Background: an optimization exercise with open tools, aiming at small area and a short achievable clock period. Do not read the settings as production practice.
Function not checked in this run: the RTL went through the layout flow alone.
Power and IR drop assume default switching activity.

==> flow/design.v <==
module mac (
        i_nrst,
        i_clk,
        i_a0,
        i_a1,
        i_a2,
        i_a3,
        i_a4,
        i_a5,
        i_a6,
        i_a7, 
        i_b0,
        i_b1,
        i_b2,
        i_b3,
        i_b4,
        i_b5,
        i_b6,
        i_b7,
        o_res
    );
    input                      i_nrst;
    input                      i_clk;
    input  logic signed  [7:0] i_a0, i_a1, i_a2, i_a3, i_a4, i_a5, i_a6, i_a7;  
    input  logic signed  [7:0] i_b0, i_b1, i_b2, i_b3, i_b4, i_b5, i_b6, i_b7;  
    output logic signed [18:0] o_res;                                           
    logic signed [15:0] mul2add_wire_0, mul2add_wire_1, mul2add_wire_2, mul2add_wire_3, mul2add_wire_4, mul2add_wire_5, mul2add_wire_6, mul2add_wire_7;
    logic signed [18:0] o_sum;
    multiplier_array mult_array
        (
            .i_nrst(i_nrst),
            .i_clk(i_clk),
            .i_a0(i_a0),
            .i_a1(i_a1),
            .i_a2(i_a2),
            .i_a3(i_a3),
            .i_a4(i_a4),
            .i_a5(i_a5),
            .i_a6(i_a6),
            .i_a7(i_a7), 
            .i_b0(i_b0),
            .i_b1(i_b1),
            .i_b2(i_b2),
            .i_b3(i_b3),
            .i_b4(i_b4),
            .i_b5(i_b5),
            .i_b6(i_b6),
            .i_b7(i_b7),
            .o_0(mul2add_wire_0),
            .o_1(mul2add_wire_1),
            .o_2(mul2add_wire_2),
            .o_3(mul2add_wire_3),
            .o_4(mul2add_wire_4),
            .o_5(mul2add_wire_5),
            .o_6(mul2add_wire_6),
            .o_7(mul2add_wire_7)
        );
    adder_tree adder_tree
        (
            .i_nrst(i_nrst),
            .i_clk(i_clk),
            .i_0(mul2add_wire_0),
            .i_1(mul2add_wire_1),
            .i_2(mul2add_wire_2),
            .i_3(mul2add_wire_3),
            .i_4(mul2add_wire_4),
            .i_5(mul2add_wire_5),
            .i_6(mul2add_wire_6),
            .i_7(mul2add_wire_7),
            .o_sum(o_sum)
        ); 
    assign o_res = o_sum;
endmodule
module adder_tree (
        i_nrst,
        i_clk,
        i_0,
        i_1,
        i_2,
        i_3,
        i_4,
        i_5,
        i_6,
        i_7,
        o_sum
    );
    input                      i_nrst;
    input                      i_clk;
    input  logic signed [15:0] i_0, i_1, i_2, i_3, i_4, i_5, i_6, i_7;
    output logic signed [18:0] o_sum;
    logic signed [16:0] sum_stage_0_0_wire, sum_stage_0_1_wire, sum_stage_0_2_wire, sum_stage_0_3_wire;  
    logic signed [17:0] sum_stage_1_0_wire, sum_stage_1_1_wire;                                          
    logic signed [18:0] sum_stage_2_0_wire;                                                              
    logic signed [16:0] sum_stage_0_0_reg, sum_stage_0_1_reg, sum_stage_0_2_reg, sum_stage_0_3_reg;  
    logic signed [18:0] sum_stage_2_0_reg;                                                           
    adder #(.BITWIDTH(16)) add_stage_0_0
        (
            .i_a(i_0),
            .i_b(i_1),
            .o_sum(sum_stage_0_0_wire)
        ); 
    adder #(.BITWIDTH(16)) add_stage_0_1
        (
            .i_a(i_2),
            .i_b(i_3),
            .o_sum(sum_stage_0_1_wire)
        ); 
    adder #(.BITWIDTH(16)) add_stage_0_2
        (
            .i_a(i_4),
            .i_b(i_5),
            .o_sum(sum_stage_0_2_wire)
        ); 
    adder #(.BITWIDTH(16)) add_stage_0_3
        (
            .i_a(i_6),
            .i_b(i_7),
            .o_sum(sum_stage_0_3_wire)
        ); 
    adder #(.BITWIDTH(17)) add_stage_1_0
        (
            .i_a(sum_stage_0_0_reg),
            .i_b(sum_stage_0_1_reg),
            .o_sum(sum_stage_1_0_wire)
        ); 
    adder #(.BITWIDTH(17)) add_stage_1_1
        (
            .i_a(sum_stage_0_2_reg),
            .i_b(sum_stage_0_3_reg),
            .o_sum(sum_stage_1_1_wire)
        ); 
    adder #(.BITWIDTH(18)) add_stage_2_0
        (
            .i_a(sum_stage_1_0_wire),
            .i_b(sum_stage_1_1_wire),
            .o_sum(sum_stage_2_0_wire)
        );
    always_ff @( posedge i_clk ) begin
        if ( !i_nrst ) begin
            sum_stage_0_0_reg <= 0;
            sum_stage_0_1_reg <= 0;
            sum_stage_0_2_reg <= 0;
            sum_stage_0_3_reg <= 0;
            sum_stage_2_0_reg <= 0;
        end else begin
            sum_stage_0_0_reg <= sum_stage_0_0_wire;
            sum_stage_0_1_reg <= sum_stage_0_1_wire;
            sum_stage_0_2_reg <= sum_stage_0_2_wire;
            sum_stage_0_3_reg <= sum_stage_0_3_wire;
            sum_stage_2_0_reg <= sum_stage_2_0_wire;
        end
    end
    assign o_sum = sum_stage_2_0_reg;
endmodule
module multiplier_array (
        i_nrst,
        i_clk,
        i_a0,
        i_a1,
        i_a2,
        i_a3,
        i_a4,
        i_a5,
        i_a6,
        i_a7, 
        i_b0,
        i_b1,
        i_b2,
        i_b3,
        i_b4,
        i_b5,
        i_b6,
        i_b7,
        o_0,
        o_1,
        o_2,
        o_3,
        o_4,
        o_5,
        o_6,
        o_7
    );
    input                      i_nrst;
    input                      i_clk;
    input  logic signed  [7:0] i_a0, i_a1, i_a2, i_a3, i_a4, i_a5, i_a6, i_a7;  
    input  logic signed  [7:0] i_b0, i_b1, i_b2, i_b3, i_b4, i_b5, i_b6, i_b7;  
    output logic signed [15:0] o_0, o_1, o_2, o_3, o_4, o_5, o_6, o_7;  
    logic signed [15:0] o_0_wire, o_1_wire, o_2_wire, o_3_wire, o_4_wire, o_5_wire, o_6_wire, o_7_wire;
    logic signed [15:0] o_0_reg, o_1_reg, o_2_reg, o_3_reg, o_4_reg, o_5_reg, o_6_reg, o_7_reg;
    multiplier mult_0
        (
            .i_a(i_a0),
            .i_b(i_b0),
            .o_p(o_0_wire)
        );
    multiplier mult_1
        (
            .i_a(i_a1),
            .i_b(i_b1),
            .o_p(o_1_wire)
        );
    multiplier mult_2
        (
            .i_a(i_a2),
            .i_b(i_b2),
            .o_p(o_2_wire)
        );
    multiplier mult_3
        (
            .i_a(i_a3),
            .i_b(i_b3),
            .o_p(o_3_wire)
        );
    multiplier mult_4
        (
            .i_a(i_a4),
            .i_b(i_b4),
            .o_p(o_4_wire)
        );
    multiplier mult_5
        (
            .i_a(i_a5),
            .i_b(i_b5),
            .o_p(o_5_wire)
        );
    multiplier mult_6
        (
            .i_a(i_a6),
            .i_b(i_b6),
            .o_p(o_6_wire)
        );
    multiplier mult_7
        (
            .i_a(i_a7),
            .i_b(i_b7),
            .o_p(o_7_wire)
        );
    always_ff @( posedge i_clk ) begin
        if ( !i_nrst ) begin
            o_0_reg <= 0;
            o_1_reg <= 0; 
            o_2_reg <= 0; 
            o_3_reg <= 0; 
            o_4_reg <= 0; 
            o_5_reg <= 0; 
            o_6_reg <= 0; 
            o_7_reg <= 0; 
        end else begin
            o_0_reg <= o_0_wire;
            o_1_reg <= o_1_wire; 
            o_2_reg <= o_2_wire; 
            o_3_reg <= o_3_wire; 
            o_4_reg <= o_4_wire; 
            o_5_reg <= o_5_wire; 
            o_6_reg <= o_6_wire; 
            o_7_reg <= o_7_wire; 
        end
    end
    assign o_0 = o_0_reg;
    assign o_1 = o_1_reg;
    assign o_2 = o_2_reg;
    assign o_3 = o_3_reg;
    assign o_4 = o_4_reg;
    assign o_5 = o_5_reg;
    assign o_6 = o_6_reg;
    assign o_7 = o_7_reg;
endmodule
module multiplier (
        i_a,
        i_b,
        o_p
    );
    input  logic signed  [7:0] i_a;
    input  logic signed  [7:0] i_b;
    output logic signed [15:0] o_p;
    assign o_p = $signed(i_a) * $signed(i_b);
endmodule
module adder #(parameter BITWIDTH = 8) (
        i_a,
        i_b,
        o_sum 
    );
    input  logic signed [BITWIDTH-1:0] i_a;
    input  logic signed [BITWIDTH-1:0] i_b;
    output logic signed   [BITWIDTH:0] o_sum;
    assign o_sum = $signed(i_a) + $signed(i_b);
endmodule
==> flow/constraint.sdc <==
create_clock -name core_clock -period 5.5 [get_ports {i_clk}]
set_input_delay 1.1000 -clock core_clock [delete_from_list [all_inputs] [get_ports {i_clk}]]
set_output_delay 1.1000 -clock core_clock [all_outputs]
set_load 0.01 [all_outputs]
==> flow/run.sh <==
#!/bin/bash
# synth_recipe.tcl (not shown) runs the flow's synth.tcl, then flattens the netlist and writes it again
# the make line also repeats each setting of config.mk as NAME=value (left out here)
make -C /OpenROAD-flow-scripts/flow DESIGN_CONFIG=/design/flow/config.mk WORK_HOME=/design/flow/orfs CLKGATE_MAP_FILE= SYNTH_SCRIPT=/design/flow/synth_recipe.tcl finish
==> flow/config.mk <==
export PLATFORM = sky130hd
export DESIGN_NAME = mac
export DESIGN_NICKNAME = mac
export VERILOG_FILES = /design/flow/design.v
export SDC_FILE = /design/flow/constraint.sdc
export NUM_CORES = 4
export LEC_CHECK = 0
export CAP_MARGIN = 20
export CORE_MARGIN = 5
export CORE_UTILIZATION = 40
export SLEW_MARGIN = 20
==> results.json <==
{
  "antenna_found_initial": 0,
  "mostFrequentLayoutCells": "inv_1 (657), fa_1 (479), and2_1 (370), ha_1 (314), dfxtp_1 (215)",
  "seq_area_frac_synth_pct": 14.5,
  "grt_pass1_wl_um": 109000,
  "core-area_mm2": 0.0732,
  "portBuffers": 148,
  "hold_depth": 2,
  "track_usage_pct": 16.2,
  "tightest_slew_ps": 794,
  "final_common_cell": "inv_1",
  "place_ws_ps": -34.6,
  "status": "no timing/DRC/antenna violations",
  "yosysTopAreaCell": "fa_1",
  "grt_max_degree": 77,
  "setup_viol": 0,
  "row_count": 99,
  "reg2reg_depth": 11,
  "grt_pass1_vias": 22700,
  "p_leak_uw": 0.0165,
  "routed_wl_um": 61900,
  "layout-drive-gt1-share_pct": 6.24,
  "finalHoldViolCount": 0,
  "numCtsBuffers": 26,
  "critPathArrivalTime_ps": 5460,
  "cts_setup_buffers": 0,
  "nFillCells": 7145,
  "largest_reg_flops": 19,
  "cp.required_ps": 5960,
  "start_util_pct": 40.4,
  "drtPass1Iterations": 7,
  "detail-route-antenna-nets": 0,
  "max_cap_viol_count": 0,
  "drv_slew": 0,
  "yosys-top-cells-area": "fa_1 (32%), dfxtp_1 (15%), ha_1 (13%), inv_1 (8.3%), and2_1 (7.8%)",
  "via_per_inst": 4.73,
  "die_area_mm2": 0.0795,
  "synth_top_cell_area_share_pct": 32.4,
  "worst_path_max_delay_cell": "clkdlybuf4s50_1",
  "syn_inst": 3227,
  "crit_fanout": 8,
  "post-route-period-util_pct": 90.9,
  "min_path_type": "reg -> reg",
  "cp-start-kind": "input pin",
  "final_nets": 4443,
  "critPathCaptureType": "flop",
  "avgSynthCellArea_um2": 9.17,
  "gr-total-overflow": 0,
  "first_iter_violations": 719,
  "post-route-drc-count": 0,
  "num_vias": 21300,
  "fin_crit_ps": 5000,
  "async_flop_share_pct": 0,
  "fin_skew_ps": 15.7,
  "yosysUniqueCellTypes": 67,
  "ff_latch_area_mm2": 0.00430,
  "dp_hpwl_um": 53600,
  "max-vdd-ir-drop_uv": 333,
  "cts_hold_buffers": 0,
  "criticalPathCategory": "in -> reg",
  "fmax_mhz": 200,
  "ys_ff_latch": 215,
  "diodes": 0,
  "worstPathCellList": "clkdlybuf4s50_1 > nand2_1 > fa_1 > inv_1 > fa_1 > fa_1 > inv_1 > fa_1 > inv_1 > ha_1 > nor4_1 > o21ai_0 > nand4b_1 > a21oi_1 > or3_1 > a21oi_1",
  "clock_sinks": 215,
  "layout_setup_ws_ps": 502,
  "syn_to_final_growth_pct": 15.5,
  "critPathMaxStageDelay_ps": 680,
  "cts-root-buf": "clkbuf_16",
  "crit_top_cell": "fa_1",
  "cts_resized": 0,
  "synth-edff-count": 0,
  "relSlewSlack_pct": 47.1,
  "h-tree-depth": 1,
  "synth_area_mm2": 0.0296,
  "synth-main-ff-cell": "dfxtp_1",
  "dieHeight_um": 282,
  "power_density_mw_per_mm2": 462,
  "cts_tree": "built",
  "chipWidth_um": 282,
  "ys.warnings.count": 2,
  "ios": 149,
  "wl_per_cell_um": 13.8,
  "rsz0062_at_grt": "no",
  "cts_buffer_depth": 3,
  "path_clk_slew_ps": 60,
  "clk_latency_ps": 550,
  "multi_input_area_mm2": 0.0227,
  "syn-num-nets": 4150,
  "gp_congestion": 0.848,
  "fin_setup_tns_ps": 0
}
==> worst max-delay path, delay by kind of cell <==
kind,cells,cell delay (ps)
buffers and inverters,4,820
and+or+nand+nor,4,930
adders and majority gates,5,2210
AOI/OAI and AO/OA,3,410
==> through the flow <==
stage	total power (uW)	utilization, %	std cells	hold WS, ps	instance area [um^2]
final	15800	46.7	4499	575	34200
after global routing	17800	46.7	4499	622	34200
after CTS	16000	46.7	4499	585	34200
after detailed placement	14100	45.4	4451	562	33200
after global placement	14000	45.4	4451	569	33200
after floorplan	11200	-	3227	522	29600
==> layer usage <==
layer	part of all wire [%]	track usage, %	vias to the layer above
met5	0	0	-
met4	1.2	2.06	0
met3	2.3	1.32	35
met2	48	28.3	197
met1	48	22.9	10400
li1	-	-	10700
==> worst paths after layout <==
check	startpoint	slack (ps)	end
worst max register to register	adder_tree.sum_stage_0_3_reg[1]	2000	adder_tree.sum_stage_2_0_reg[17]
worst min register to register	mult_array.o_3_reg[0]	580	adder_tree.sum_stage_0_1_reg[0]
worst min-delay path	mult_array.o_3_reg[0]	580	adder_tree.sum_stage_0_1_reg[0]
worst max-delay path	i_b4[4]	500	mult_array.o_4_reg[15]
==> synthesized netlist by cell type, drive strengths merged (4+ instances only) <==
cell type / number
a31oi: 11
nor2b: 89
o31ai: 5
dfxtp: 215
o21a: 22
and4: 5
nand2b: 47
a211oi: 39
or3: 6
and2: 370
nand3: 13
nor4: 16
nor3: 38
and3b: 9
o211ai: 4
and3: 9
nor3b: 15
a21o: 24
o21ai: 127
nor2: 181
xnor2: 112
clkbuf: 21
o31a: 15
mux2: 11
inv: 658
mux2i: 13
xor2: 25
nand2: 184
buf: 6
nand4b: 8
a21oi: 94
ha: 314
fa: 479
o21bai: 7
==> cell families after synthesis <==
family,count (synthesis),synth area share [%]
AOI/OAI and AO/OA,374,8.01
xor gates and xnor gates,137,4.06
adders and majority gates,793,45.7
buffers and inverters,685,8.71
DFF,215,14.5
muxes,24,0.859
and+or+nand+nor,999,18.1
==> final cells by class <==
| cell class | instances | area share, % |
|---|---|---|
| Timing Repair Buffer | 292 | 7.49 |
| Multi-Input combinational cell | 2327 | 66.5 |
| Sequential cell | 215 | 12.6 |
| Clock buffer | 32 | 2.12 |
| Tap cell | 959 | 3.51 |
| Inverter | 658 | 7.24 |
| Clock inverter | 16 | 0.579 |
==> where the power goes <==
group	internal (uW)	switching (uW)
combinational	5370	6130
sequential	2160	322
clock	1090	714
total	8620	7160

[what the ideal ports hide]
No port has a modelled driver above. Below, the same layout with a new extraction and two added sets of constraints.
Step 1 sets driving cells, clkbuf_16 on the clock port and buf_2 on the other inputs (assumed; they add their load-dependent delay and slew).
Step 2, shift: input delay + t, output delay - t, t = (earliest + latest rising clock arrival at the registers) / 2. This alone moves slack from input paths to output paths.
Slacks: no drivers / after step 1 / after step 2; pairs: no drivers / after step 1.
shift t [ns]: 0.594
setup WS [ns]: 0.502 / 0.530 / -0.064
worst setup path after step 2: input to register
latest minus earliest clock arrival (ns): 0.020 / 0.020
slew at the worst register clock pin (ns): 0.07 / 0.07
Met with ideal ports but missed after step 2: setup timing in this run. For this run, drivers alone change the setup slack by +0.028 ns; drivers and shift together by -0.566 ns.
